Background: an optimization exercise with open tools, aiming at small area. Do not read the settings as production practice. The RTL was checked by simulation tests, not by an equivalence proof against the original design.

==> design/flow/flow/run.sh <==
#!/bin/bash
# Layout flow: the standard synthesis, then a netlist pass (flow/fixinv.py)
# that sets cells to their smallest drive strength and removes inverters
# around full adders (function unchanged, registers untouched), then the
# standard ORFS flow with minimum-size port buffers and power recovery
# (downsizing of non-critical cells) after global routing.
set -euo pipefail
R=orfs/results/${FLOW_PLATFORM}/Top/base
LIB=${FLOW_HOME}/platforms/${FLOW_PLATFORM}/lib/sky130_fd_sc_hd__tt_025C_1v80.lib
bash standard.sh synth > synth_make.log 2>&1
python3 flow/fixinv.py "$R/1_2_yosys.v" "$R/1_2_yosys.fixinv.v" --downsize "$LIB" > fixinv.log 2>&1
cp "$R/1_2_yosys.v" "$R/1_2_yosys.orig.v"
cp "$R/1_2_yosys.fixinv.v" "$R/1_2_yosys.v"
rm -f "$R/1_synth.odb" "$R/1_synth.sdc"
export BUFFER_PORTS_ARGS="-buffer_cell sky130_fd_sc_hd__buf_1"
export RECOVER_POWER=100
bash standard.sh finish > layout_make.log 2>&1
==> design/flow/flow/fixinv.py <==
#!/usr/bin/env python3
"""Removes inverters around full adders in a Yosys netlist.

A full adder is self-dual: FA(~a, ~b, ~c) = (~sum, ~cout). Yosys's extract_fa
often builds adders whose inputs and outputs pass through inverters. This
script treats every inverter as a literal (net, phase), chooses for every
full adder whether to flip it (feed it complemented inputs, which
complements both outputs), and then re-inserts one inverter per net whose
complement is still needed. The netlist's function is unchanged; registers
and all other cells are kept as they are.

With --downsize LIB, every cell is first set to the smallest drive strength
of its family in the liberty file (the layout's repair steps size cells up
where timing or slew needs it).

usage: fixinv.py in.v out.v [--downsize LIB]
"""
import re, sys, random

OUTPINS = {"X", "Y", "Q", "Q_N", "SUM", "COUT", "HI", "LO"}
src = open(sys.argv[1]).read()
if "--downsize" in sys.argv:
    lib = open(sys.argv[sys.argv.index("--downsize") + 1]).read()
    area = {m.group(1): float(m.group(2)) for m in re.finditer(
        r'cell\s*\(\s*"?(sky130_fd_sc_hd__\w+)"?\s*\)\s*\{.*?area\s*:\s*([\d.]+)', lib, re.S)}
    fam = {}
    for c, a in area.items():
        mm = re.match(r"(.*)_(\d+)$", c)
        if mm: fam.setdefault(mm.group(1), []).append((a, 0 if mm.group(2) == "1" else 1, c))
    def small(c):
        mm = re.match(r"(.*)_(\d+)$", c)
        if not mm or mm.group(1) not in fam: return c
        return min(fam[mm.group(1)])[2]
    nd = [0]
    def rep(m):
        c = small(m.group(1))
        if c != m.group(1): nd[0] += 1
        return m.group(0).replace(m.group(1), c, 1)
    src = re.sub(r"^\s*(sky130_fd_sc_hd__\w+)\s", rep, src, flags=re.M)
    sys.stderr.write(f"fixinv: downsized {nd[0]} cells\n")
inst_re = re.compile(r"^(\s*)(sky130_fd_sc_hd__\w+)\s+(\S+)\s*\((.*?)\);\n", re.S | re.M)
pin_re = re.compile(r"\.(\w+)\(\s*(.*?)\s*\)(?=\s*[,)]|\s*$)", re.S)

insts = []
for m in inst_re.finditer(src):
    body = m.group(4)
    pins = [(p, n.strip()) for p, n in re.findall(r"\.(\w+)\(([^()]*)\)", body)]
    insts.append({"span": m.span(), "type": m.group(2), "name": m.group(3), "pins": pins})

def is_inv(t): return re.match(r"sky130_fd_sc_hd__(inv|clkinv)_\d+$", t) is not None
def is_fa(t): return re.match(r"sky130_fd_sc_hd__fa_\d+$", t) is not None

# literal of a net: follow inverter chains to a non-inverter driver
inv_of = {}            # inverter output net -> input net
for it in insts:
    if is_inv(it["type"]):
        d = dict(it["pins"]); inv_of[d["Y"]] = d["A"]
def lit(n):
    ph = 0
    seen = 0
    while n in inv_of:
        n = inv_of[n]; ph ^= 1; seen += 1
        if seen > 1000: raise SystemExit("inverter loop")
    return (n, ph)

fas = [it for it in insts if is_fa(it["type"])]
others = [it for it in insts if not is_inv(it["type"])]
fa_out = {}            # base net -> fa index (nets driven by FA outputs)
for i, it in enumerate(fas):
    for p, n in it["pins"]:
        if p in OUTPINS: fa_out[n] = i

# consumers: list of (inst, pin, literal); FA inputs depend on flip
# ports: output port nets must be driven with their literal
port_outs = []
hdr = src[:src.index(");") + 2]
m = re.search(r"module\s+\w+\s*\((.*?)\);", src, re.S)
outs_decl = re.findall(r"^\s*output\s+(\[\d+:\d+\])?\s*(\w+);", src, re.M)
out_nets = set()
for rng, name in outs_decl:
    if rng:
        a, b = map(int, rng[1:-1].split(":"))
        for k in range(min(a, b), max(a, b) + 1): out_nets.add(f"{name}[{k}]")
    else:
        out_nets.add(name)
# a net that is an output port and driven by an inverter: keep it as is
cons = []   # (kind, idx, pin, literal)
for i, it in enumerate(insts):
    if is_inv(it["type"]):
        d = dict(it["pins"])
        if d["Y"] in out_nets:
            cons.append(("port", i, "Y", lit(d["Y"])))
        continue
    for p, n in it["pins"]:
        if p in OUTPINS: continue
        cons.append(("fa" if is_fa(it["type"]) else "cell", i, p, lit(n)))

fa_index = {id(it): k for k, it in enumerate(fas)}
def phys_phase(base, flip):
    k = fa_out.get(base)
    return flip[k] if k is not None else 0

def needed(flip):
    need = set()
    for kind, i, p, (base, ph) in cons:
        req = ph
        if kind == "fa":
            req ^= flip[fa_index[id(insts[i])]]
        if req != phys_phase(base, flip):
            need.add(base)
    return need

flip = [0] * len(fas)
best = len(needed(flip))
start = best
random.seed(1)
improved = True
while improved:
    improved = False
    for k in range(len(fas)):
        flip[k] ^= 1
        c = len(needed(flip))
        if c < best:
            best = c; improved = True
        else:
            flip[k] ^= 1
# a few rounds of pair moves
for _ in range(3):
    improved = False
    for k in range(len(fas)):
        for l in range(k + 1, len(fas)):
            flip[k] ^= 1; flip[l] ^= 1
            c = len(needed(flip))
            if c < best:
                best = c; improved = True
            else:
                flip[k] ^= 1; flip[l] ^= 1
    if not improved: break

need = needed(flip)
def esc(n): return n + " " if n.startswith("\\") else n
invnet = {}
newwires = []
newinsts = []
for k, base in enumerate(sorted(need)):
    nn = f"fixinv_n{k}"
    invnet[base] = nn
    newwires.append(f"  wire {nn};\n")
    newinsts.append(f"  sky130_fd_sc_hd__inv_1 fixinv_i{k} (\n    .A({esc(base)}),\n    .Y({nn})\n  );\n")

def net_for(base, req, flip):
    if req == phys_phase(base, flip): return base
    return invnet[base]

# rewrite instances
out = []
pos = 0
ci = 0
cons_by = {}
for kind, i, p, l in cons:
    cons_by[(i, p)] = (kind, l)
for i, it in enumerate(insts):
    a, b = it["span"]
    out.append(src[pos:a]); pos = b
    if is_inv(it["type"]):
        d = dict(it["pins"])
        if d["Y"] in out_nets:
            base, ph = lit(d["Y"])
            n = net_for(base, ph, flip)
            # drive the port with a buffer-free inverter pair is avoided: use inverter of the literal's complement
            if n == base:
                # need: port = literal(base, ph) and base carries ph physically -> port must equal base
                out.append(f"  sky130_fd_sc_hd__buf_1 {it['name']} (\n    .A({esc(base)}),\n    .X({esc(d['Y'])})\n  );\n")
            else:
                out.append(f"  sky130_fd_sc_hd__inv_1 {it['name']} (\n    .A({esc(base)}),\n    .Y({esc(d['Y'])})\n  );\n")
        continue
    pins = []
    fl = flip[fa_index[id(it)]] if is_fa(it["type"]) else 0
    for p, n in it["pins"]:
        if p in OUTPINS:
            pins.append((p, n)); continue
        kind, (base, ph) = cons_by[(i, p)]
        pins.append((p, net_for(base, ph ^ fl, flip)))
    body = ",\n".join(f"    .{p}({esc(n)})" for p, n in pins)
    out.append(f"  {it['type']} {it['name']} (\n{body}\n  );\n")
out.append(src[pos:])
res = "".join(out)
# declare new wires after the last wire declaration, new cells before endmodule
idx = res.rfind("endmodule")
res = res[:idx] + "".join(newinsts) + res[idx:]
m = list(re.finditer(r"^\s*wire .*;\n", res, re.M))[-1]
res = res[:m.end()] + "".join(newwires) + res[m.end():]
open(sys.argv[2], "w").write(res)
ninv0 = sum(1 for it in insts if is_inv(it["type"]))
sys.stderr.write(f"fixinv: {len(fas)} full adders, {sum(flip)} flipped; inverters {ninv0} -> {len(need)}\n")
==> design/flow/standard.sh <==
#!/bin/bash
# synth_recipe.tcl (not shown) runs the flow's synth.tcl, then flattens the netlist and writes it again
# the make line also repeats each setting of config.mk as NAME=value (left out here)
make -C /OpenROAD-flow-scripts/flow DESIGN_CONFIG=/design/flow/config.mk WORK_HOME=/design/flow/orfs CLKGATE_MAP_FILE= SYNTH_SCRIPT=/design/flow/synth_recipe.tcl "${@:-finish}"
==> design/flow/config.mk <==
export PLATFORM = sky130hd
export DESIGN_NAME = Top
export DESIGN_NICKNAME = Top
export VERILOG_FILES = /design/flow/design.v
export SDC_FILE = /design/flow/constraint.sdc
export NUM_CORES = 4
export LEC_CHECK = 0
export CAP_MARGIN = 20
export CORE_MARGIN = 2
export CORE_UTILIZATION = 40
export CTS_BUF_LIST = sky130_fd_sc_hd__clkbuf_8
export GPL_TIMING_DRIVEN = 0
export SLEW_MARGIN = 20
==> design/flow/constraint.sdc <==
create_clock -name core_clock -period 12.0 [get_ports {i_clk}]
set_input_delay 2.4000 -clock core_clock [delete_from_list [all_inputs] [get_ports {i_clk}]]
set_output_delay 2.4000 -clock core_clock [all_outputs]
set_load 0.01 [all_outputs]
==> design/flow/design.v <==
module Top(
	input i_clk,
	input i_rst,
	input i_start,
	input [31:0] i_init,
	output [3:0] o_random_out,
	output o_idle
);
  localparam M = 23;
  logic [31:0] s;
  logic        c;
  logic        raw;
  logic        idle;
  logic [8:0]  r;
  logic [5:0]  q;
  logic [3:0]  show;
  assign o_random_out = show;
  assign o_idle = idle;
  wire [31:0] ns = ~s;
  wire        nc = ~c;
  wire        hi_ones = &s[30:M];
  wire        a = s[31] ^ (c & hi_ones);
  wire        ones = (&s[M-1:1]) & (&s[30:M+1]) & (s[M] ^ c);
  wire        corner = ones & (s[0] | a);
  wire        e1  = a & ~raw;
  wire        ne1 = ~e1;
  wire        t31 = raw ? s[31] : (c & hi_ones);
  wire [31:0] prod;
  wire        prod_c;
  wire ys1 = ~(ns[0] ^ e1);
  wire yc2 = ns[0] | e1;
  wire ys3 = ns[1] ^ e1 ^ yc2;
  wire yc4 = (ns[1] & e1) | (yc2 & (ns[1] ^ e1));
  wire ys5 = ns[2] ^ e1 ^ yc4;
  wire yc6 = (ns[2] & e1) | (yc4 & (ns[2] ^ e1));
  wire ys7 = s[0] ^ ns[3] ^ yc6;
  wire yc8 = (s[0] & ns[3]) | (yc6 & (s[0] ^ ns[3]));
  wire ys9 = s[1] ^ ns[4] ^ yc8;
  wire yc10 = (s[1] & ns[4]) | (yc8 & (s[1] ^ ns[4]));
  wire ys11 = s[2] ^ ns[5] ^ yc10;
  wire yc12 = (s[2] & ns[5]) | (yc10 & (s[2] ^ ns[5]));
  wire ys13 = s[3] ^ ns[6] ^ yc12;
  wire yc14 = (s[3] & ns[6]) | (yc12 & (s[3] ^ ns[6]));
  wire ys15 = s[4] ^ ns[7] ^ yc14;
  wire yc16 = (s[4] & ns[7]) | (yc14 & (s[4] ^ ns[7]));
  wire ys17 = s[5] ^ ns[8] ^ yc16;
  wire yc18 = (s[5] & ns[8]) | (yc16 & (s[5] ^ ns[8]));
  wire ys19 = s[6] ^ ns[9] ^ yc18;
  wire yc20 = (s[6] & ns[9]) | (yc18 & (s[6] ^ ns[9]));
  wire ys21 = s[7] ^ ns[10] ^ yc20;
  wire yc22 = (s[7] & ns[10]) | (yc20 & (s[7] ^ ns[10]));
  wire ys23 = s[8] ^ ns[11] ^ yc22;
  wire yc24 = (s[8] & ns[11]) | (yc22 & (s[8] ^ ns[11]));
  wire ys25 = s[9] ^ ns[12] ^ yc24;
  wire yc26 = (s[9] & ns[12]) | (yc24 & (s[9] ^ ns[12]));
  wire ys27 = s[10] ^ ns[13] ^ yc26;
  wire yc28 = (s[10] & ns[13]) | (yc26 & (s[10] ^ ns[13]));
  wire ys29 = s[11] ^ ns[14] ^ yc28;
  wire yc30 = (s[11] & ns[14]) | (yc28 & (s[11] ^ ns[14]));
  wire ys31 = s[12] ^ ns[15] ^ yc30;
  wire yc32 = (s[12] & ns[15]) | (yc30 & (s[12] ^ ns[15]));
  wire ys33 = s[13] ^ ns[16];
  wire yc34 = s[13] & ns[16];
  wire ys35 = s[14] ^ ns[17] ^ yc34;
  wire yc36 = (s[14] & ns[17]) | (yc34 & (s[14] ^ ns[17]));
  wire ys37 = s[15] ^ ns[18] ^ yc36;
  wire yc38 = (s[15] & ns[18]) | (yc36 & (s[15] ^ ns[18]));
  wire ys39 = s[16] ^ ns[19] ^ yc38;
  wire yc40 = (s[16] & ns[19]) | (yc38 & (s[16] ^ ns[19]));
  wire ys41 = s[17] ^ ns[20] ^ yc40;
  wire yc42 = (s[17] & ns[20]) | (yc40 & (s[17] ^ ns[20]));
  wire ys43 = s[18] ^ ns[21] ^ yc42;
  wire yc44 = (s[18] & ns[21]) | (yc42 & (s[18] ^ ns[21]));
  wire ys45 = s[19] ^ ns[22] ^ yc44;
  wire yc46 = (s[19] & ns[22]) | (yc44 & (s[19] ^ ns[22]));
  wire ys47 = s[20] ^ ns[23] ^ yc46;
  wire yc48 = (s[20] & ns[23]) | (yc46 & (s[20] ^ ns[23]));
  wire ys49 = s[21] ^ ns[24] ^ yc48;
  wire yc50 = (s[21] & ns[24]) | (yc48 & (s[21] ^ ns[24]));
  wire ys51 = s[22] ^ ns[25] ^ yc50;
  wire yc52 = (s[22] & ns[25]) | (yc50 & (s[22] ^ ns[25]));
  wire ys53 = s[23] ^ ns[26] ^ yc52;
  wire yc54 = (s[23] & ns[26]) | (yc52 & (s[23] ^ ns[26]));
  wire ys55 = s[24] ^ ns[27] ^ yc54;
  wire yc56 = (s[24] & ns[27]) | (yc54 & (s[24] ^ ns[27]));
  wire ys57 = s[25] ^ ns[28] ^ yc56;
  wire yc58 = (s[25] & ns[28]) | (yc56 & (s[25] ^ ns[28]));
  wire ys59 = s[26] ^ ns[29] ^ yc58;
  wire yc60 = (s[26] & ns[29]) | (yc58 & (s[26] ^ ns[29]));
  wire ys61 = s[27] ^ ns[30] ^ yc60;
  wire yc62 = (s[27] & ns[30]) | (yc60 & (s[27] ^ ns[30]));
  wire ys63 = ~(s[28] ^ yc62);
  wire y0_ = ys1;
  wire y1_ = ys3;
  wire y2_ = ys5;
  wire y3_ = ys7;
  wire y4_ = ys9;
  wire y5_ = ys11;
  wire y6_ = ys13;
  wire y7_ = ys15;
  wire y8_ = ys17;
  wire y9_ = ys19;
  wire y10_ = ys21;
  wire y11_ = ys23;
  wire y12_ = ys25;
  wire y13_ = ys27;
  wire y14_ = ys29;
  wire y15_ = ys31;
  wire y16_ = ys33;
  wire y17_ = ys35;
  wire y18_ = ys37;
  wire y19_ = ys39;
  wire y20_ = ys41;
  wire y21_ = ys43;
  wire y22_ = ys45;
  wire y23_ = ys47;
  wire y24_ = ys49;
  wire y25_ = ys51;
  wire y26_ = ys53;
  wire y27_ = ys55;
  wire y28_ = ys57;
  wire y29_ = ys59;
  wire y30_ = ys61;
  wire y31_ = ys63;
  wire yk16_ = yc32;
  wire ps65 = ns[0] ^ ne1 ^ y5_;
  wire pc66 = (ns[0] & ne1) | (y5_ & (ns[0] ^ ne1));
  wire ps67 = ns[1] ^ y0_ ^ y6_;
  wire pc68 = (ns[1] & y0_) | (y6_ & (ns[1] ^ y0_));
  wire ps69 = ns[2] ^ y1_ ^ y7_;
  wire pc70 = (ns[2] & y1_) | (y7_ & (ns[2] ^ y1_));
  wire ps71 = ns[3] ^ y2_ ^ y8_;
  wire pc72 = (ns[3] & y2_) | (y8_ & (ns[3] ^ y2_));
  wire ps73 = ns[4] ^ y3_ ^ y9_;
  wire pc74 = (ns[4] & y3_) | (y9_ & (ns[4] ^ y3_));
  wire ps75 = ns[5] ^ y4_ ^ y10_;
  wire pc76 = (ns[5] & y4_) | (y10_ & (ns[5] ^ y4_));
  wire ps77 = ns[6] ^ y5_ ^ y11_;
  wire pc78 = (ns[6] & y5_) | (y11_ & (ns[6] ^ y5_));
  wire ps79 = ns[7] ^ y6_ ^ y12_;
  wire pc80 = (ns[7] & y6_) | (y12_ & (ns[7] ^ y6_));
  wire ps81 = ns[8] ^ y7_ ^ y13_;
  wire pc82 = (ns[8] & y7_) | (y13_ & (ns[8] ^ y7_));
  wire ps83 = s[0] ^ ns[9] ^ e1;
  wire pc84 = (s[0] & ns[9]) | (e1 & (s[0] ^ ns[9]));
  wire ps85 = ps83 ^ y8_ ^ y14_;
  wire pc86 = (ps83 & y8_) | (y14_ & (ps83 ^ y8_));
  wire ps87 = s[1] ^ ns[10] ^ pc84;
  wire pc88 = (s[1] & ns[10]) | (pc84 & (s[1] ^ ns[10]));
  wire ps89 = ps87 ^ y9_ ^ y15_;
  wire pc90 = (ps87 & y9_) | (y15_ & (ps87 ^ y9_));
  wire ps91 = s[2] ^ ns[11] ^ y16_;
  wire pc92 = (s[2] & ns[11]) | (y16_ & (s[2] ^ ns[11]));
  wire ps93 = ps91 ^ pc88 ^ y10_;
  wire pc94 = (ps91 & pc88) | (y10_ & (ps91 ^ pc88));
  wire ps95 = ps93 ^ yk16_ ^ pc90;
  wire pc96 = (ps93 & yk16_) | (pc90 & (ps93 ^ yk16_));
  wire ps97 = s[3] ^ ns[12] ^ pc92;
  wire pc98 = (s[3] & ns[12]) | (pc92 & (s[3] ^ ns[12]));
  wire ps99 = y17_ ^ ps97 ^ y11_;
  wire pc100 = (y17_ & ps97) | (y11_ & (y17_ ^ ps97));
  wire ps101 = pc94 ^ ps99 ^ pc96;
  wire pc102 = (pc94 & ps99) | (pc96 & (pc94 ^ ps99));
  wire ps103 = s[4] ^ ns[13] ^ pc98;
  wire pc104 = (s[4] & ns[13]) | (pc98 & (s[4] ^ ns[13]));
  wire ps105 = y18_ ^ ps103 ^ y12_;
  wire pc106 = (y18_ & ps103) | (y12_ & (y18_ ^ ps103));
  wire ps107 = pc100 ^ ps105 ^ pc102;
  wire pc108 = (pc100 & ps105) | (pc102 & (pc100 ^ ps105));
  wire ps109 = s[5] ^ ns[14] ^ pc104;
  wire pc110 = (s[5] & ns[14]) | (pc104 & (s[5] ^ ns[14]));
  wire ps111 = y19_ ^ ps109 ^ y13_;
  wire pc112 = (y19_ & ps109) | (y13_ & (y19_ ^ ps109));
  wire ps113 = pc106 ^ ps111 ^ pc108;
  wire pc114 = (pc106 & ps111) | (pc108 & (pc106 ^ ps111));
  wire ps115 = s[6] ^ ns[15] ^ pc110;
  wire pc116 = (s[6] & ns[15]) | (pc110 & (s[6] ^ ns[15]));
  wire ps117 = y20_ ^ ps115 ^ y14_;
  wire pc118 = (y20_ & ps115) | (y14_ & (y20_ ^ ps115));
  wire ps119 = pc112 ^ ps117 ^ pc114;
  wire pc120 = (pc112 & ps117) | (pc114 & (pc112 ^ ps117));
  wire ps121 = s[7] ^ ns[16] ^ pc116;
  wire pc122 = (s[7] & ns[16]) | (pc116 & (s[7] ^ ns[16]));
  wire ps123 = y21_ ^ ps121 ^ y15_;
  wire pc124 = (y21_ & ps121) | (y15_ & (y21_ ^ ps121));
  wire ps125 = pc118 ^ ps123 ^ pc120;
  wire pc126 = (pc118 & ps123) | (pc120 & (pc118 ^ ps123));
  wire ps127 = s[8] ^ ns[17] ^ y16_;
  wire pc128 = (s[8] & ns[17]) | (y16_ & (s[8] ^ ns[17]));
  wire ps129 = ps127 ^ pc122 ^ y22_;
  wire pc130 = (ps127 & pc122) | (y22_ & (ps127 ^ pc122));
  wire ps131 = ps129 ^ yk16_ ^ pc124;
  wire pc132 = (ps129 & yk16_) | (pc124 & (ps129 ^ yk16_));
  wire ps133 = s[9] ^ c ^ ns[18];
  wire pc134 = (s[9] & c) | (ns[18] & (s[9] ^ c));
  wire ps135 = ps133 ^ pc128 ^ y17_;
  wire pc136 = (ps133 & pc128) | (y17_ & (ps133 ^ pc128));
  wire ps137 = ps135 ^ y23_ ^ pc130;
  wire pc138 = (ps135 & y23_) | (pc130 & (ps135 ^ y23_));
  wire ps139 = s[10] ^ c ^ ns[19];
  wire pc140 = (s[10] & c) | (ns[19] & (s[10] ^ c));
  wire ps141 = pc134 ^ ps139 ^ y18_;
  wire pc142 = (pc134 & ps139) | (y18_ & (pc134 ^ ps139));
  wire ps143 = pc136 ^ ps141 ^ y24_;
  wire pc144 = (pc136 & ps141) | (y24_ & (pc136 ^ ps141));
  wire ps145 = s[11] ^ c ^ ns[20];
  wire pc146 = (s[11] & c) | (ns[20] & (s[11] ^ c));
  wire ps147 = pc140 ^ ps145 ^ y19_;
  wire pc148 = (pc140 & ps145) | (y19_ & (pc140 ^ ps145));
  wire ps149 = pc142 ^ ps147 ^ y25_;
  wire pc150 = (pc142 & ps147) | (y25_ & (pc142 ^ ps147));
  wire ps151 = s[12] ^ ns[21] ^ pc146;
  wire pc152 = (s[12] & ns[21]) | (pc146 & (s[12] ^ ns[21]));
  wire ps153 = ps151 ^ y20_ ^ pc148;
  wire pc154 = (ps151 & y20_) | (pc148 & (ps151 ^ y20_));
  wire ps155 = ps153 ^ y26_ ^ pc150;
  wire pc156 = (ps153 & y26_) | (pc150 & (ps153 ^ y26_));
  wire ps157 = s[13] ^ ns[22] ^ pc152;
  wire pc158 = (s[13] & ns[22]) | (pc152 & (s[13] ^ ns[22]));
  wire ps159 = ps157 ^ y21_ ^ pc154;
  wire pc160 = (ps157 & y21_) | (pc154 & (ps157 ^ y21_));
  wire ps161 = ps159 ^ y27_ ^ pc156;
  wire pc162 = (ps159 & y27_) | (pc156 & (ps159 ^ y27_));
  wire ps163 = s[14] ^ c ^ ns[23];
  wire pc164 = (s[14] & c) | (ns[23] & (s[14] ^ c));
  wire ps165 = ps163 ^ pc158 ^ y22_;
  wire pc166 = (ps163 & pc158) | (y22_ & (ps163 ^ pc158));
  wire ps167 = pc160 ^ ps165 ^ y28_;
  wire pc168 = (pc160 & ps165) | (y28_ & (pc160 ^ ps165));
  wire ps169 = s[15] ^ ns[24] ^ pc164;
  wire pc170 = (s[15] & ns[24]) | (pc164 & (s[15] ^ ns[24]));
  wire ps171 = ps169 ^ y23_ ^ pc166;
  wire pc172 = (ps169 & y23_) | (pc166 & (ps169 ^ y23_));
  wire ps173 = ps171 ^ y29_ ^ pc168;
  wire pc174 = (ps171 & y29_) | (pc168 & (ps171 ^ y29_));
  wire ps175 = s[16] ^ c ^ ns[25];
  wire pc176 = (s[16] & c) | (ns[25] & (s[16] ^ c));
  wire ps177 = ps175 ^ pc170 ^ y24_;
  wire pc178 = (ps175 & pc170) | (y24_ & (ps175 ^ pc170));
  wire ps179 = pc172 ^ ps177 ^ y30_;
  wire pc180 = (pc172 & ps177) | (y30_ & (pc172 ^ ps177));
  wire ps181 = s[17] ^ c ^ ns[26];
  wire ps183 = pc176 ^ ps181 ^ t31;
  wire ps185 = ps183 ^ y25_ ^ pc178;
  wire ps187 = ps185 ^ y31_ ^ pc180;
  wire ps189 = pc66 ^ ps67;
  wire pc190 = pc66 & ps67;
  wire ps191 = pc68 ^ pc190 ^ ps69;
  wire pc192 = (pc68 & pc190) | (ps69 & (pc68 ^ pc190));
  wire ps193 = pc70 ^ ps71 ^ pc192;
  wire pc194 = (pc70 & ps71) | (pc192 & (pc70 ^ ps71));
  wire ps195 = pc72 ^ ps73 ^ pc194;
  wire pc196 = (pc72 & ps73) | (pc194 & (pc72 ^ ps73));
  wire ps197 = pc74 ^ ps75 ^ pc196;
  wire pc198 = (pc74 & ps75) | (pc196 & (pc74 ^ ps75));
  wire ps199 = pc76 ^ ps77 ^ pc198;
  wire pc200 = (pc76 & ps77) | (pc198 & (pc76 ^ ps77));
  wire ps201 = pc78 ^ ps79 ^ pc200;
  wire pc202 = (pc78 & ps79) | (pc200 & (pc78 ^ ps79));
  wire ps203 = pc80 ^ ps81 ^ pc202;
  wire pc204 = (pc80 & ps81) | (pc202 & (pc80 ^ ps81));
  wire ps205 = pc82 ^ ps85 ^ pc204;
  wire pc206 = (pc82 & ps85) | (pc204 & (pc82 ^ ps85));
  wire ps207 = pc86 ^ ps89 ^ pc206;
  wire pc208 = (pc86 & ps89) | (pc206 & (pc86 ^ ps89));
  wire ps209 = ps95 ^ pc208;
  wire pc210 = ps95 & pc208;
  wire ps211 = pc210 ^ ps101;
  wire pc212 = pc210 & ps101;
  wire ps213 = pc212 ^ ps107;
  wire pc214 = pc212 & ps107;
  wire ps215 = pc214 ^ ps113;
  wire pc216 = pc214 & ps113;
  wire ps217 = pc216 ^ ps119;
  wire pc218 = pc216 & ps119;
  wire ps219 = pc218 ^ ps125;
  wire pc220 = pc218 & ps125;
  wire ps221 = ps131 ^ pc126 ^ pc220;
  wire pc222 = (ps131 & pc126) | (pc220 & (ps131 ^ pc126));
  wire ps223 = ps137 ^ pc132;
  wire pc224 = ps137 & pc132;
  wire ps225 = pc138 ^ ps143 ^ pc224;
  wire pc226 = (pc138 & ps143) | (pc224 & (pc138 ^ ps143));
  wire ps227 = pc144 ^ ps149 ^ pc226;
  wire pc228 = (pc144 & ps149) | (pc226 & (pc144 ^ ps149));
  wire ps229 = ps155 ^ pc228;
  wire pc230 = ps155 & pc228;
  wire ps231 = ps161 ^ pc230;
  wire pc232 = ps161 & pc230;
  wire ps233 = pc162 ^ ps167 ^ pc232;
  wire pc234 = (pc162 & ps167) | (pc232 & (pc162 ^ ps167));
  wire ps235 = ps173 ^ pc234;
  wire pc236 = ps173 & pc234;
  wire ps237 = pc174 ^ ps179 ^ pc236;
  wire pc238 = (pc174 & ps179) | (pc236 & (pc174 ^ ps179));
  wire ps239 = ps187 ^ pc238;
  assign prod = {ps239, ps237, ps235, ps233, ps231, ps229, ps227, ps225, ps223, ps221, ps219, ps217, ps215, ps213, ps211, ps209, ps207, ps205, ps203, ps201, ps199, ps197, ps195, ps193, ps191, ps189, ps65, y4_, y3_, y2_, y1_, y0_};
  assign prod_c = pc222;
  wire        ovr = corner & ~raw;
  wire [31:0] s_next = ovr ? ((a & s[0]) ? 32'd16807 : 32'd0) : prod;
  wire        c_next = prod_c & ~ovr;
  localparam [23:0] HM = {24{1'b1}} << M;
  localparam [23:0] MK = ~(24'd1 << M);
  wire        inc24 = c & (&(s[23:0] | ~HM));
  wire        low_ones = (&(s[23:0] | ~MK)) & (s[M] ^ c);
  wire        cy24 = inc24 | (a & low_ones);
  wire [3:0]  num = corner ? 4'd0 : (s[27:24] + {3'd0, cy24});
  wire r0 = (r == 9'd0);
  wire rlast = (r == 9'd499);
  logic hq;
  always_comb begin
    hq = 1'b0;
    if (q >= 6'd1 && q <= 6'd20) hq = 1'b1;
    if (q >= 6'd22 && q <= 6'd40 && !q[0]) hq = 1'b1;
    if (q == 6'd45 || q == 6'd50 || q == 6'd55 || q == 6'd60) hq = 1'b1;
  end
  wire endpt = r0 & (q == 6'd20 || q == 6'd40 || q == 6'd60);
  wire fin   = r0 & (q == 6'd60);
  wire sample = ~idle & r0 & hq;
  wire clr = idle | (i_start & ~endpt);
  always_ff @(posedge i_clk) begin
    if (~i_rst) begin
      s <= i_init;
      c <= 1'b0;
      raw <= 1'b1;
      idle <= 1'b1;
      show <= 4'd0;
    end else begin
      s <= s_next;
      c <= c_next;
      raw <= 1'b0;
      idle <= idle ? ~i_start : fin;
      if (sample) show <= num;
    end
  end
  always_ff @(posedge i_clk) begin
    if (clr) begin
      r <= 9'd0;
      q <= 6'd0;
    end else if (rlast) begin
      r <= 9'd0;
      q <= q + 6'd1;
    end else begin
      r <= r + 9'd1;
    end
  end
endmodule
==> flow_summary_export.csv, run 1 <==
group,metric,value,unit
outcome,outcome,"complete, no violations",
place,dp_hpwl,9100,um
yosys,syn_area,0.00474,mm^2
detailed_routing,drt_iter0_drc,142,
detailed_routing,num_vias,3102,
detailed_routing,highest_layer,"met4",
floorplanning,core_region_area,0.0115,mm^2
sta,finalCritPeriodShare,96.3,%
place,gp_congestion,0.901,
grt,grt_pass1_wl,18200,um
cells_and_area,antenna-diode-count,0,
setup_path,crit_type,"reg2reg",
yosys,synth_area_per_cell,11.8,um^2
sta,layout_setup_ws,447,ps
cts,clk_path_buf_depth,2,
min_path,hold_path.class,"reg2reg",
floorplanning,num_rows,39,
setup_path,cp-start-kind,"flop",
setup_path,end_kind,"flop",
yosys,synth_fp_nets,563,
sta,fmax,86.6,MHz
cts,cts_tree,"done",
detailed_routing,drcViolationCount,0,
cts,htreeDepth,2,
cells_and_area,synthToLayoutAreaGrowth,11.6,%
cells_and_area,fin_util,45.9,%
setup_path,crit_slowest_cell,"fa_2",
detailed_routing,route.met3.wl,641,um
cells_and_area,drive_above_1_share,6.56,%
setup_path,worst_ep_required_time,12240,ps
yosys,yosys_warnings,1,
setup_path,ff2ff_path_depth,36,
setup_path,crit_path_frequent_cell,"fa_1",
cts,cts_buffers,5,
setup_path,slowest_delay,470,ps
cts,clk_latency,340,ps
sta,slew-limit-headroom,16.6,%
place,placed_area,0.00506,mm^2
sta,skew,9.37,ps
place,port-buffer-count,38,
setup_path,critPathArrivalTime,11790,ps
sta,final-max-slew-violation-count,0,
detailed_routing,first_pass_iters,15,
cts,cts_root_buf,"clkbuf_8",
floorplanning,start_util,41.2,%
min_path,hold_path_depth,2,
grt,overflow,0,
job,drv_cap,0,
setup_path,path_max_fanout,7,
grt,grt_antenna_before_repair,0,
sta,final_hold_viol_count,0,
detailed_routing,met2WireLength,5130,um
floorplanning,pin_count,40,
grt,grt_start_max_net_pins,17,
cells_and_area,design_area,0.00529,mm^2
detailed_routing,routed_wl,11000,um
yosys,syn_inst,403,
sta,rsz0062_at_grt,"false",
cts,clk_pin_slew,100,ps
detailed_routing,wire_per_inst,18.4,um
sta,setup_viol,0,
sta,worst_pin_slew,1240,ps
floorplanning,fp.dieW,113,um
grt,grt_usage,18.9,%
detailed_routing,via_per_inst,5.17,
floorplanning,dieArea,0.0127,mm^2
cts,cts.sink_count,54,
grt,grt_pass1_vias,3502,
detailed_routing,wl_met1,5100,um
cells_and_area,nets,616,
cts,ctsHoldBuffers,0,
detailed_routing,ant_nets,0,
floorplanning,die_h,113,um
sta,min_period,11550,ps
place,pre_cts_slack,-494,ps
## worst paths after layout
kind | startpoint | to | slack (ps)
hold reg to reg | show[3]$_SDFFE_PN0P_ | show[3]$_SDFFE_PN0P_ | 460
setup reg to reg | s[26]$_DFF_P_ | s[31]$_DFF_P_ | 450
hold / removal | show[3]$_SDFFE_PN0P_ | show[3]$_SDFFE_PN0P_ | 460
setup / recovery | s[26]$_DFF_P_ | s[31]$_DFF_P_ | 450
## cell usage in the layout, fill, tap and decap left out, drive strengths merged, types with 3 or more instances in the layout
master / n
fa: 100
a21oi: 4
dfxtp: 54
buf: 51
nand4: 14
a221o: 8
clkbuf: 14
a22o: 23
nor4: 7
nand3: 9
xnor2: 19
mux2i: 7
inv: 49
xor2: 5
nand2b: 3
ha: 25
o21ai: 3
nor2: 23
nand2: 15
## per-stage QoR
| stage | cells | TNS (ps) | hold WS (ps) |
|---|---|---|---|
| after detailed placement | 584 | -512 | 452 |
| after global placement | 584 | -363 | 451 |
| after floorplan | 403 | 0 | 441 |
| final | 600 | 0 | 462 |
| after CTS | 591 | 0 | 467 |
| after global routing | 600 | 0 | 496 |
## layer usage
layer / track usage [%] / vias to the layer above
li1: - / 1449
met5: 0 / -
met3: 5.36 / 10
met1: 25.9 / 1564
met4: 4.31 / 0
met2: 30.2 / 79
## flip-flops by register name (all words and copies together), names as in the netlist
register / flops
s: 32
r: 9
q: 6
show: 4
c: 1
idle: 1
raw: 1
## worst max-delay path, delay by kind of cell, from the launching register on
kind                       cells  cell delay [ps]
adders and majority gates     26             9130
buffers and inverters          1               50
and+or+nand+nor                1              120
AOI/OAI and AO/OA              4              920
xor gates and xnor gates       4              800
DFF                            1              410
## area by class of cell
| type | count | area, um^2 |
|---|---|---|
| clock buffer | 5 | 68.8 |
| multi-input combinational | 286 | 3460 |
| sequential | 54 | 1100 |
| buffer | 13 | 48.8 |
| fill | 1081 | 6220 |
| inverter | 49 | 184 |
| tap | 143 | 179 |
| timing repair buffer | 47 | 210 |
| clock inverter | 3 | 40.0 |
## repair_timing
| item | in CTS | in global routing |
|---|---|---|
| buffers inserted | 0 | 9 |
| resized for setup | 3 | 16 |
| pin swaps | 0 | 2 |
| setup endpoints to repair | 2 | 1 |
==> inputs of run 2 (changes only) <==
==> design/flow/flow/run.sh (replaced) <==
#!/bin/bash
# Layout flow: the standard synthesis, then a netlist pass that removes
# inverters around full adders (flow/fixinv.py, function unchanged, registers
# untouched), then the standard ORFS flow with minimum-size port buffers.
set -euo pipefail
R=orfs/results/${FLOW_PLATFORM}/Top/base
bash standard.sh synth > synth_make.log 2>&1
python3 flow/fixinv.py "$R/1_2_yosys.v" "$R/1_2_yosys.fixinv.v" > fixinv.log 2>&1
cp "$R/1_2_yosys.v" "$R/1_2_yosys.orig.v"
cp "$R/1_2_yosys.fixinv.v" "$R/1_2_yosys.v"
rm -f "$R/1_synth.odb" "$R/1_synth.sdc"
export BUFFER_PORTS_ARGS="-buffer_cell sky130_fd_sc_hd__buf_1"
bash standard.sh finish > layout_make.log 2>&1
--- a/design/flow/flow/fixinv.py
+++ b/design/flow/flow/fixinv.py
@@ -10,9 +10,5 @@
 and all other cells are kept as they are.
 
-With --downsize LIB, every cell is first set to the smallest drive strength
-of its family in the liberty file (the layout's repair steps size cells up
-where timing or slew needs it).
-
-usage: fixinv.py in.v out.v [--downsize LIB]
+usage: fixinv.py in.v out.v
 """
 import re, sys, random
@@ -20,23 +16,4 @@
 OUTPINS = {"X", "Y", "Q", "Q_N", "SUM", "COUT", "HI", "LO"}
 src = open(sys.argv[1]).read()
-if "--downsize" in sys.argv:
-    lib = open(sys.argv[sys.argv.index("--downsize") + 1]).read()
-    area = {m.group(1): float(m.group(2)) for m in re.finditer(
-        r'cell\s*\(\s*"?(sky130_fd_sc_hd__\w+)"?\s*\)\s*\{.*?area\s*:\s*([\d.]+)', lib, re.S)}
-    fam = {}
-    for c, a in area.items():
-        mm = re.match(r"(.*)_(\d+)$", c)
-        if mm: fam.setdefault(mm.group(1), []).append((a, 0 if mm.group(2) == "1" else 1, c))
-    def small(c):
-        mm = re.match(r"(.*)_(\d+)$", c)
-        if not mm or mm.group(1) not in fam: return c
-        return min(fam[mm.group(1)])[2]
-    nd = [0]
-    def rep(m):
-        c = small(m.group(1))
-        if c != m.group(1): nd[0] += 1
-        return m.group(0).replace(m.group(1), c, 1)
-    src = re.sub(r"^\s*(sky130_fd_sc_hd__\w+)\s", rep, src, flags=re.M)
-    sys.stderr.write(f"fixinv: downsized {nd[0]} cells\n")
 inst_re = re.compile(r"^(\s*)(sky130_fd_sc_hd__\w+)\s+(\S+)\s*\((.*?)\);\n", re.S | re.M)
 pin_re = re.compile(r"\.(\w+)\(\s*(.*?)\s*\)(?=\s*[,)]|\s*$)", re.S)
==> run 2 against run 1 <==
Against the previous run:
- critical endpoint unchanged
- critical path type unchanged
- cell area increased by 0.90%
- clock skew increased by 2.5 ps
- routed wire length increased by 0.32%
- synthesized cell count unchanged
- final cell count increased by 0.50%
- register-to-register slack got worse by 30 ps
==> flow_summary_export.csv, run 2 <==
group,metric,value,unit
sta,skew,11.9,ps
floorplanning,dieArea,0.0130,mm^2
sta,layout_setup_ws,415,ps
cells_and_area,fin_util,44.8,%
cells_and_area,n_fill_cell,1133,
min_path,hold_path.class,"reg2reg",
floorplanning,fp.dieW,114,um
sta,setup_viol,0,
job,drv_cap,0,
yosys,yosys_warnings,1,
grt,grt_pass1_vias,3468,
cts,cts_root_buf,"clkbuf_8",
detailed_routing,via_per_inst,5.17,
detailed_routing,drcViolationCount,0,
setup_path,critPathArrivalTime,11810,ps
cells_and_area,drive_above_1_share,8.99,%
setup_path,worst_ep_required_time,12230,ps
sta,worst_pin_slew,743,ps
yosys,syn_inst,403,
sta,final-max-slew-violation-count,0,
detailed_routing,num_vias,3119,
sta,final_hold_viol_count,0,
setup_path,path_max_fanout,6,
setup_path,slowest_delay,480,ps
yosys,synth_fp_nets,563,
place,port-buffer-count,38,
setup_path,end_kind,"flop",
sta,rsz0062_at_grt,"false",
sta,fmax,86.3,MHz
detailed_routing,wire_per_inst,18.3,um
outcome,outcome,"complete, no violations",
detailed_routing,drt_iter0_drc,162,
cts,clk_latency,330,ps
grt,grt_usage,19.0,%
place,gp_congestion,0.878,
cells_and_area,mostFrequentLayoutCells,"fa_1, inv_1, dfxtp_1",
grt,grt_antenna_before_repair,0,
cts,clk_pin_slew,100,ps
sta,slew-limit-headroom,50.0,%
cts,ctsHoldBuffers,0,
detailed_routing,first_pass_iters,4,
place,dp_hpwl,9170,um
cells_and_area,layout_commonest_cell,"fa_1",
detailed_routing,ant_nets,0,
cells_and_area,top_register,"s",
cts,cts.sink_count,54,
yosys,synth_area_per_cell,12.0,um^2
floorplanning,start_util,40.5,%
place,pre_cts_slack,-652,ps
floorplanning,die_h,114,um
sta,finalCritPeriodShare,96.5,%
cells_and_area,nets,615,
grt,grt_pass1_wl,18300,um
grt,overflow,0,
cts,cts_tree,"done",
sta,holdWs,473,ps
cts,htreeDepth,2,
yosys,syn_area,0.00482,mm^2
cells_and_area,largest_reg_flops,32,
cells_and_area,antenna-diode-count,0,
detailed_routing,routed_wl,11000,um
setup_path,crit_slowest_cell,"fa_2",
cells_and_area,synthToLayoutAreaGrowth,10.7,%
setup_path,crit_path_frequent_cell,"fa_1",
cts,cts_buffers,5,
floorplanning,core_region_area,0.0119,mm^2
cts,clk_path_buf_depth,2,
grt,grt_start_max_net_pins,16,
cells_and_area,reg_top3,"s (32), r (9), q (6)",
setup_path,cp-start-kind,"flop",
floorplanning,pin_count,40,
setup_path,crit_type,"reg2reg",
sta,min_period,11580,ps
floorplanning,num_rows,40,
## run 2: layout make-up
cell class,count,area [um^2],share of cell area [%]
Buffer,14,70.1,1.31
Clock buffer,6,82.6,1.55
Clock inverter,2,8.76,0.164
Inverter,49,184,3.45
Multi-Input combinational cell,286,3520,66.0
Sequential cell,54,1090,20.5
Tap cell,147,184,3.45
Timing Repair Buffer,45,195,3.66
## run 2: worst paths after layout
check | from | end | slack (ps) | cells after the start
min reg2reg | show[0]$_SDFFE_PN0P_ | show[0]$_SDFFE_PN0P_ | 470 | 2
max reg2reg | s[26]$_DFF_P_ | s[31]$_DFF_P_ | 420 | 37
min | show[0]$_SDFFE_PN0P_ | show[0]$_SDFFE_PN0P_ | 470 | 2
max | s[26]$_DFF_P_ | s[31]$_DFF_P_ | 420 | 37
## run 2: timing repair
| action | CTS | global route |
|---|---|---|
| hold endpoints to repair | 0 | 0 |
| endpoints found under the setup margin | 2 | 1 |
| pin swaps | 0 | 5 |
| buffers inserted | 0 | 7 |
| gates resized for setup | 6 | 9 |
## run 2: stage by stage
step                      instances  instance area, um^2  setup TNS [ps]
after floorplan                 403                 4820               0
after global placement          588                 5150            -499
after detailed placement        588                 5150            -690
after CTS                       596                 5260               0
after global routing            603                 5340               0
final                           603                 5340               0
## run 2: worst max-delay path: cells and delay by family, from the launching register on
family / cells / cell delay [ps]
AO/OA/AOI/OAI: 4 / 880
XOR/XNOR: 4 / 730
AND/OR/NAND/NOR: 1 / 100
adder cells (fa/ha/maj): 26 / 9190
flip-flops: 1 / 370
buffers and inverters: 2 / 200
## run 2: layer usage
metal / track usage, % / share of wire, % / routed length [um] / vias up
met5: 0 / 0 / 0 / -
met4: 6.02 / 2.0 / 217 / 0
met3: 4.09 / 4.5 / 500 / 16
met2: 31.1 / 49 / 5440 / 79
met1: 25.3 / 44 / 4890 / 1581
li1: - / - / - / 1443

static timing again, ports no longer ideal:
Ports are ideal in the flow. The routed layouts listed here were re-timed in OpenROAD. Step 1 sets driving cells, clkbuf_16 on the clock port and buf_2 on the other inputs (assumed; they add their load-dependent delay and slew). Step 2 moves the port delays by t, midway between the first and last clock arrival at a register: inputs arrive t later, outputs are due t later. That takes back most of the time a late clock gives input paths. a / b / c = no drivers / after step 1 / after step 2; a / b = the first two.
run	t (ns)	setup slack, ns	latest minus earliest clock arrival (ns)	slew at the worst register clock pin (ns)	worst slew at a driven data input, ns
run 1	0.372	0.447 / 0.447 / 0.447	0.010 / 0.010	0.11 / 0.11	0.05
run 2	0.362	0.415 / 0.415 / 0.415	0.012 / 0.012	0.11 / 0.11	0.04
After both steps every run listed still meets setup and hold.
